Source: an optimization exercise on an open RTL-to-GDS flow (aim: small area, a short achievable clock period and few clock cycles). Production flows keep margins and buffers that such runs may drop. RTL that was checked went through simulation tests only; none was proved equivalent to the original.

Setup of JK:
// produto_escalar
module produto_escalar (
    input  logic         clk_i,
    input  logic         rst_i,
    input  logic         iniciar,
    input  logic [31:0]  a0, a1, a2, a3, a4, a5, a6, a7,
    input  logic [31:0]  b0, b1, b2, b3, b4, b5, b6, b7,
    output logic [63:0]  resultado,
    output logic         concluido
);
  logic        iniciar_prev;
  logic [9:1]  fase;           
  logic [31:0] a_r;
  logic [15:0] one_r, dif_r, neg_r;
  logic [63:0] prod0, prod1, prod2;
  wire ocupado = |fase;
  wire inicio  = iniciar & ~iniciar_prev & ~ocupado;
  always_ff @(posedge clk_i) begin
    if (rst_i) begin
      iniciar_prev <= 1'b0;
      fase         <= 9'd0;
      concluido    <= 1'b0;
    end else begin
      iniciar_prev <= iniciar;
      fase         <= {fase[8:1], inicio};
      if (inicio)       concluido <= 1'b0;
      else if (fase[9]) concluido <= 1'b1;
    end
  end
  wire [31:0] a_sel = ({32{inicio}}   & a0) | ({32{fase[1]}} & a1) |
                      ({32{fase[2]}} & a2) | ({32{fase[3]}} & a3) |
                      ({32{fase[4]}} & a4) | ({32{fase[5]}} & a5) |
                      ({32{fase[6]}} & a6) | ({32{fase[7]}} & a7);
  wire [31:0] b_sel = ({32{~ocupado}} & b0) | ({32{fase[1]}} & b1) |
                      ({32{fase[2]}} & b2) | ({32{fase[3]}} & b3) |
                      ({32{fase[4]}} & b4) | ({32{fase[5]}} & b5) |
                      ({32{fase[6]}} & b6) | ({32{fase[7]}} & b7);
  wire [15:0] one_d, dif_d, neg_d;
  assign one_d[0] = b_sel[0] ^ 1'b0;
  assign dif_d[0] = b_sel[1] ^ b_sel[0];
  assign neg_d[0] = b_sel[1];
  assign one_d[1] = b_sel[2] ^ b_sel[1];
  assign dif_d[1] = b_sel[3] ^ b_sel[2];
  assign neg_d[1] = b_sel[3];
  assign one_d[2] = b_sel[4] ^ b_sel[3];
  assign dif_d[2] = b_sel[5] ^ b_sel[4];
  assign neg_d[2] = b_sel[5];
  assign one_d[3] = b_sel[6] ^ b_sel[5];
  assign dif_d[3] = b_sel[7] ^ b_sel[6];
  assign neg_d[3] = b_sel[7];
  assign one_d[4] = b_sel[8] ^ b_sel[7];
  assign dif_d[4] = b_sel[9] ^ b_sel[8];
  assign neg_d[4] = b_sel[9];
  assign one_d[5] = b_sel[10] ^ b_sel[9];
  assign dif_d[5] = b_sel[11] ^ b_sel[10];
  assign neg_d[5] = b_sel[11];
  assign one_d[6] = b_sel[12] ^ b_sel[11];
  ...
Size in the first run: roughly 340 flip-flops, about 580 I/O pins, about 36000 sq um of cells after synthesis.
export LEC_CHECK = 0
export CAP_MARGIN = 20
export CORE_MARGIN = 2
export CORE_UTILIZATION = 33
export SLEW_MARGIN = 20
export SYNTH_HIERARCHICAL = 1
export SYNTH_MINIMUM_KEEP_SIZE = 0
export BUFFER_PORTS_ARGS = -buffer_cell sky130_fd_sc_hd__buf_1
create_clock -name core_clock -period 11.5 [get_ports {clk_i}]
standard.sh (not shown) runs the stock make flow with config.mk's settings and CLKGATE_MAP_FILE= SYNTH_SCRIPT=/design/flow/synth_recipe.tcl, a recipe that flattens the netlist after the stock synthesis.
==> flow/flow/run.sh <==
#!/bin/bash
set -e
echo 'export BUFFER_PORTS_ARGS = -buffer_cell sky130_fd_sc_hd__buf_1' >> config.mk
bash standard.sh SETUP_SLACK_MARGIN=7.8 finish > standard.log 2>&1
Testbench counts of JK, summed over its fixed seeds: cycles 26,400.
Modified inputs, MS compared to JK
# JK
export LEC_CHECK = 0
export CAP_MARGIN = 20
export CORE_MARGIN = 2
export CORE_UTILIZATION = 33
export SLEW_MARGIN = 20
export SYNTH_HIERARCHICAL = 1
export SYNTH_MINIMUM_KEEP_SIZE = 0
export BUFFER_PORTS_ARGS = -buffer_cell sky130_fd_sc_hd__buf_1
create_clock -name core_clock -period 11.5 [get_ports {clk_i}]
# MS
export LEC_CHECK = 0
export CAP_MARGIN = 20
export CORE_MARGIN = 2
export CORE_UTILIZATION = 40
export SLEW_MARGIN = 20
export SYNTH_HIERARCHICAL = 1
export SYNTH_MINIMUM_KEEP_SIZE = 0
export BUFFER_PORTS_ARGS = -buffer_cell sky130_fd_sc_hd__buf_1
create_clock -name core_clock -period 11.5 [get_ports {clk_i}]
==> flow/flow/run.sh <==
#!/bin/bash
set -e
echo 'export BUFFER_PORTS_ARGS = -buffer_cell sky130_fd_sc_hd__buf_1' >> config.mk
bash standard.sh SETUP_SLACK_MARGIN=7.5 finish > standard.log 2>&1
==> comparison <==
Count of clock-buffer cells in the layout (JK / MS): 0.918
Delta (MS minus JK): share of cell area taken by flip-flops and latches shows an increase of 0.28 points; later-pin clock latency in the skew report shows a reduction of 0.04 ns; design area shows a reduction of about 2.3%.
JK reports its launching element of the worst setup path as a_r[5] while MS reports a_r[15].
MS ends up with lower overall die width than JK does.

== run 1 ==
Starting RTL as in the previous note.
Design produto_escalar, start of the top module:
module produto_escalar (
    input  logic         clk_i,
    input  logic         rst_i,
    input  logic         iniciar,
    input  logic [31:0]  a0, a1, a2, a3, a4, a5, a6, a7,
    input  logic [31:0]  b0, b1, b2, b3, b4, b5, b6, b7,
    output logic [63:0]  resultado,
    output logic         concluido
);
clock: 11.5 ns
lec_check: 0
cap_margin: 20
core_margin: 2
core_utilization: 40
slew_margin: 20
synth_hierarchical: 1
synth_minimum_keep_size: 0
buffer_ports_args: -buffer_cell sky130_fd_sc_hd__buf_1
==> flow/flow/run.sh <==
#!/bin/bash
set -e
echo 'export BUFFER_PORTS_ARGS = -buffer_cell sky130_fd_sc_hd__buf_1' >> config.mk
bash standard.sh SETUP_SLACK_MARGIN=7.95 finish > standard.log 2>&1
Testbench counts of run 1, summed over its fixed seeds: cycles 26,400.
Setup changes, run 1 to run 2
==> flow/flow/run.sh <==
#!/bin/bash
set -e
echo 'export BUFFER_PORTS_ARGS = -buffer_cell sky130_fd_sc_hd__buf_1' >> config.mk
bash standard.sh SETUP_SLACK_MARGIN=7.8 finish > standard.log 2>&1
--- a/flow/config.mk
+++ b/flow/config.mk
@@ -8,5 +8,5 @@
 export CAP_MARGIN = 20
 export CORE_MARGIN = 2
-export CORE_UTILIZATION = 40
+export CORE_UTILIZATION = 50
 export SLEW_MARGIN = 20
 export SYNTH_HIERARCHICAL = 1
--- outcome ---
The final reports for run 2 and run 1 show met1 layer usage reported by global route higher in the former.
Going from run 1 to run 2, final routed wirelength across all metal layers increased by 2.1% relative to the old numbers, synthesis-to-layout area growth decreased by 4.9 points relative to the old numbers.
Detailed-router iteration count before antenna repair: lower on run 2

run E:
Another version of the RTL of produto_escalar (not shown whole).
Size: ~580 I/O pins.
Settings: LEC_CHECK=0, CAP_MARGIN=20, CORE_MARGIN=2, CORE_UTILIZATION=40, SLEW_MARGIN=20, SYNTH_HIERARCHICAL=1, SYNTH_MINIMUM_KEEP_SIZE=0, BUFFER_PORTS_ARGS=-buffer_cell sky130_fd_sc_hd__buf_1; clock period 11.5 ns.
==> flow/flow/run.sh <==
#!/bin/bash
set -e
echo 'export BUFFER_PORTS_ARGS = -buffer_cell sky130_fd_sc_hd__buf_1' >> config.mk
bash standard.sh SETUP_SLACK_MARGIN=7.5 finish > standard.log 2>&1
Testbench counts of run E, summed over its fixed seeds: cycles 26,400.
Inputs modified between run E and run A:
-- flow/flow/run.sh --
<<< run E, line 4
bash standard.sh SETUP_SLACK_MARGIN=7.5 finish > standard.log 2>&1
>>> run A, line 4
bash standard.sh SETUP_SLACK_MARGIN=7.8 finish > standard.log 2>&1
Notes after the runs:
- Run A against run E: highest achievable clock rate picked up an extra about 4.5%, routed wire length picked up an extra about 4.3%.
- Measured against each other, run A and run E differ in share of the clock period used by the worst path after layout, the lower figure coming from run A.

Setup of wip/sierra:
produto_escalar, a different RTL version from the one above (not shown whole).
Size: ~4,400 cells after synthesis, about 340 flip-flops, ~580 I/O pins.
// produto_escalar
module produto_escalar (
    input  logic         clk_i,
    input  logic         rst_i,
    input  logic         iniciar,
    input  logic [31:0]  a0, a1, a2, a3, a4, a5, a6, a7,
    input  logic [31:0]  b0, b1, b2, b3, b4, b5, b6, b7,
    output logic [63:0]  resultado,
    output logic         concluido
);
==> flow/config.mk <==
export PLATFORM = sky130hd
export DESIGN_NAME = produto_escalar
export DESIGN_NICKNAME = produto_escalar
export VERILOG_FILES = /design/flow/design.v
export SDC_FILE = /design/flow/constraint.sdc
export NUM_CORES = 4
export LEC_CHECK = 0
export CAP_MARGIN = 20
export CORE_MARGIN = 2
export CORE_UTILIZATION = 40
export SLEW_MARGIN = 20
export SYNTH_HIERARCHICAL = 1
export SYNTH_MINIMUM_KEEP_SIZE = 0
export BUFFER_PORTS_ARGS = -buffer_cell sky130_fd_sc_hd__buf_1
==> flow/constraint.sdc <==
create_clock -name core_clock -period 11.5 [get_ports {clk_i}]
set_input_delay 2.3000 -clock core_clock [delete_from_list [all_inputs] [get_ports {clk_i}]]
set_output_delay 2.3000 -clock core_clock [all_outputs]
set_load 0.01 [all_outputs]
==> flow/flow/run.sh <==
#!/bin/bash
set -e
echo 'export BUFFER_PORTS_ARGS = -buffer_cell sky130_fd_sc_hd__buf_1' >> config.mk
bash standard.sh SETUP_SLACK_MARGIN=7.8 finish > standard.log 2>&1
wip/sierra closes out successfully: all stages finished, all timing, DRC and antenna checks passed.
> inputs changed (wip/sierra -> wip/umber)
==> flow/flow/run.sh <==
#!/bin/bash
set -e
echo 'export BUFFER_PORTS_ARGS = -buffer_cell sky130_fd_sc_hd__buf_1' >> config.mk
bash standard.sh SETUP_SLACK_MARGIN=8.1 finish > standard.log 2>&1
==> comparison <==
- The register fraction of the total cell area in wip/umber was lower than what wip/sierra gave.
- Changes observed in wip/umber relative to wip/sierra: final design instance area without fill moved up; worst max-slew margin expressed relative to the limit saw an increase.
### wip/umber -> wip/delta
==> flow/flow/run.sh <==
#!/bin/bash
set -e
echo 'export BUFFER_PORTS_ARGS = -buffer_cell sky130_fd_sc_hd__buf_1' >> config.mk
bash standard.sh SETUP_SLACK_MARGIN=7.5 finish > standard.log 2>&1
Notes after the runs:
wip/umber → wip/delta: final-layout non-clock buffer area share shrank by 9.1 points, pin count of the biggest net entering global routing grew by 2, post-route worst setup slack shrank by 0.30 ns.
Sequential fraction of total cell area (higher): wip/delta
As of wip/delta, via count of the first global-routing pass had fallen by a little under 10% compared to wip/umber.
Looking at antenna diode count across wip/umber and wip/delta, the one that comes out higher is wip/delta.
Function was not checked in any run of this note: the RTL went through the layout flow alone.

afterwards: timing with drivers on the ports:
In the flow no input, the clock included, has a driving cell. The finished layouts below were timed again as built, in two steps. Step 1: set_driving_cell puts a clkbuf_16 on clk_i and a buf_2 on each other input, an assumption about the parent block. Step 2 also shifts input and output timing later by t, the mid clock arrival at the registers, as if the neighbouring blocks saw the same clock. a / b / c = ideal / step 1 / step 2; a / b = the first two.
| run | t (ns) | setup slack, ns | hold WS [ns] | worst register clock-pin slew, ns | worst data-port slew with drivers (ns) |
|---|---|---|---|---|---|
| JK | 0.706 | 7.835 / 7.823 / 7.683 | 0.491 / 0.491 / 0.491 | 0.07 / 0.07 | 0.21 |
| MS | 0.653 | 7.559 / 7.559 / 7.333 | 0.484 / 0.484 / 0.484 | 0.06 / 0.06 | 0.27 |
| run 1 | 0.651 | 7.962 / 7.938 / 7.605 | 0.492 / 0.492 / 0.492 | 0.07 / 0.07 | 0.35 |
| run 2 | 0.661 | 7.794 / 7.761 / 7.223 | 0.486 / 0.486 / 0.486 | 0.07 / 0.07 | 0.39 |
| run E | 0.684 | 7.582 / 7.582 / 6.970 | 0.440 / 0.440 / 0.440 | 0.07 / 0.07 | 0.27 |
| run A | 0.678 | 7.749 / 7.749 / 7.229 | 0.444 / 0.444 / 0.444 | 0.07 / 0.07 | 0.37 |
| wip/sierra | 0.663 | 7.778 / 7.746 / 7.172 | 0.477 / 0.477 / 0.477 | 0.07 / 0.07 | 0.37 |
| wip/umber | 0.659 | 7.735 / 7.735 / 7.460 | 0.441 / 0.441 / 0.441 | 0.08 / 0.08 | 0.38 |
| wip/delta | 0.666 | 7.433 / 7.482 / 6.816 | 0.452 / 0.452 / 0.452 | 0.07 / 0.07 | 0.30 |
After both steps setup and hold are still met in every run listed. The setup slack of wip/delta, which loses most, moves by +0.049 ns with the drivers and by -0.617 ns with both steps.
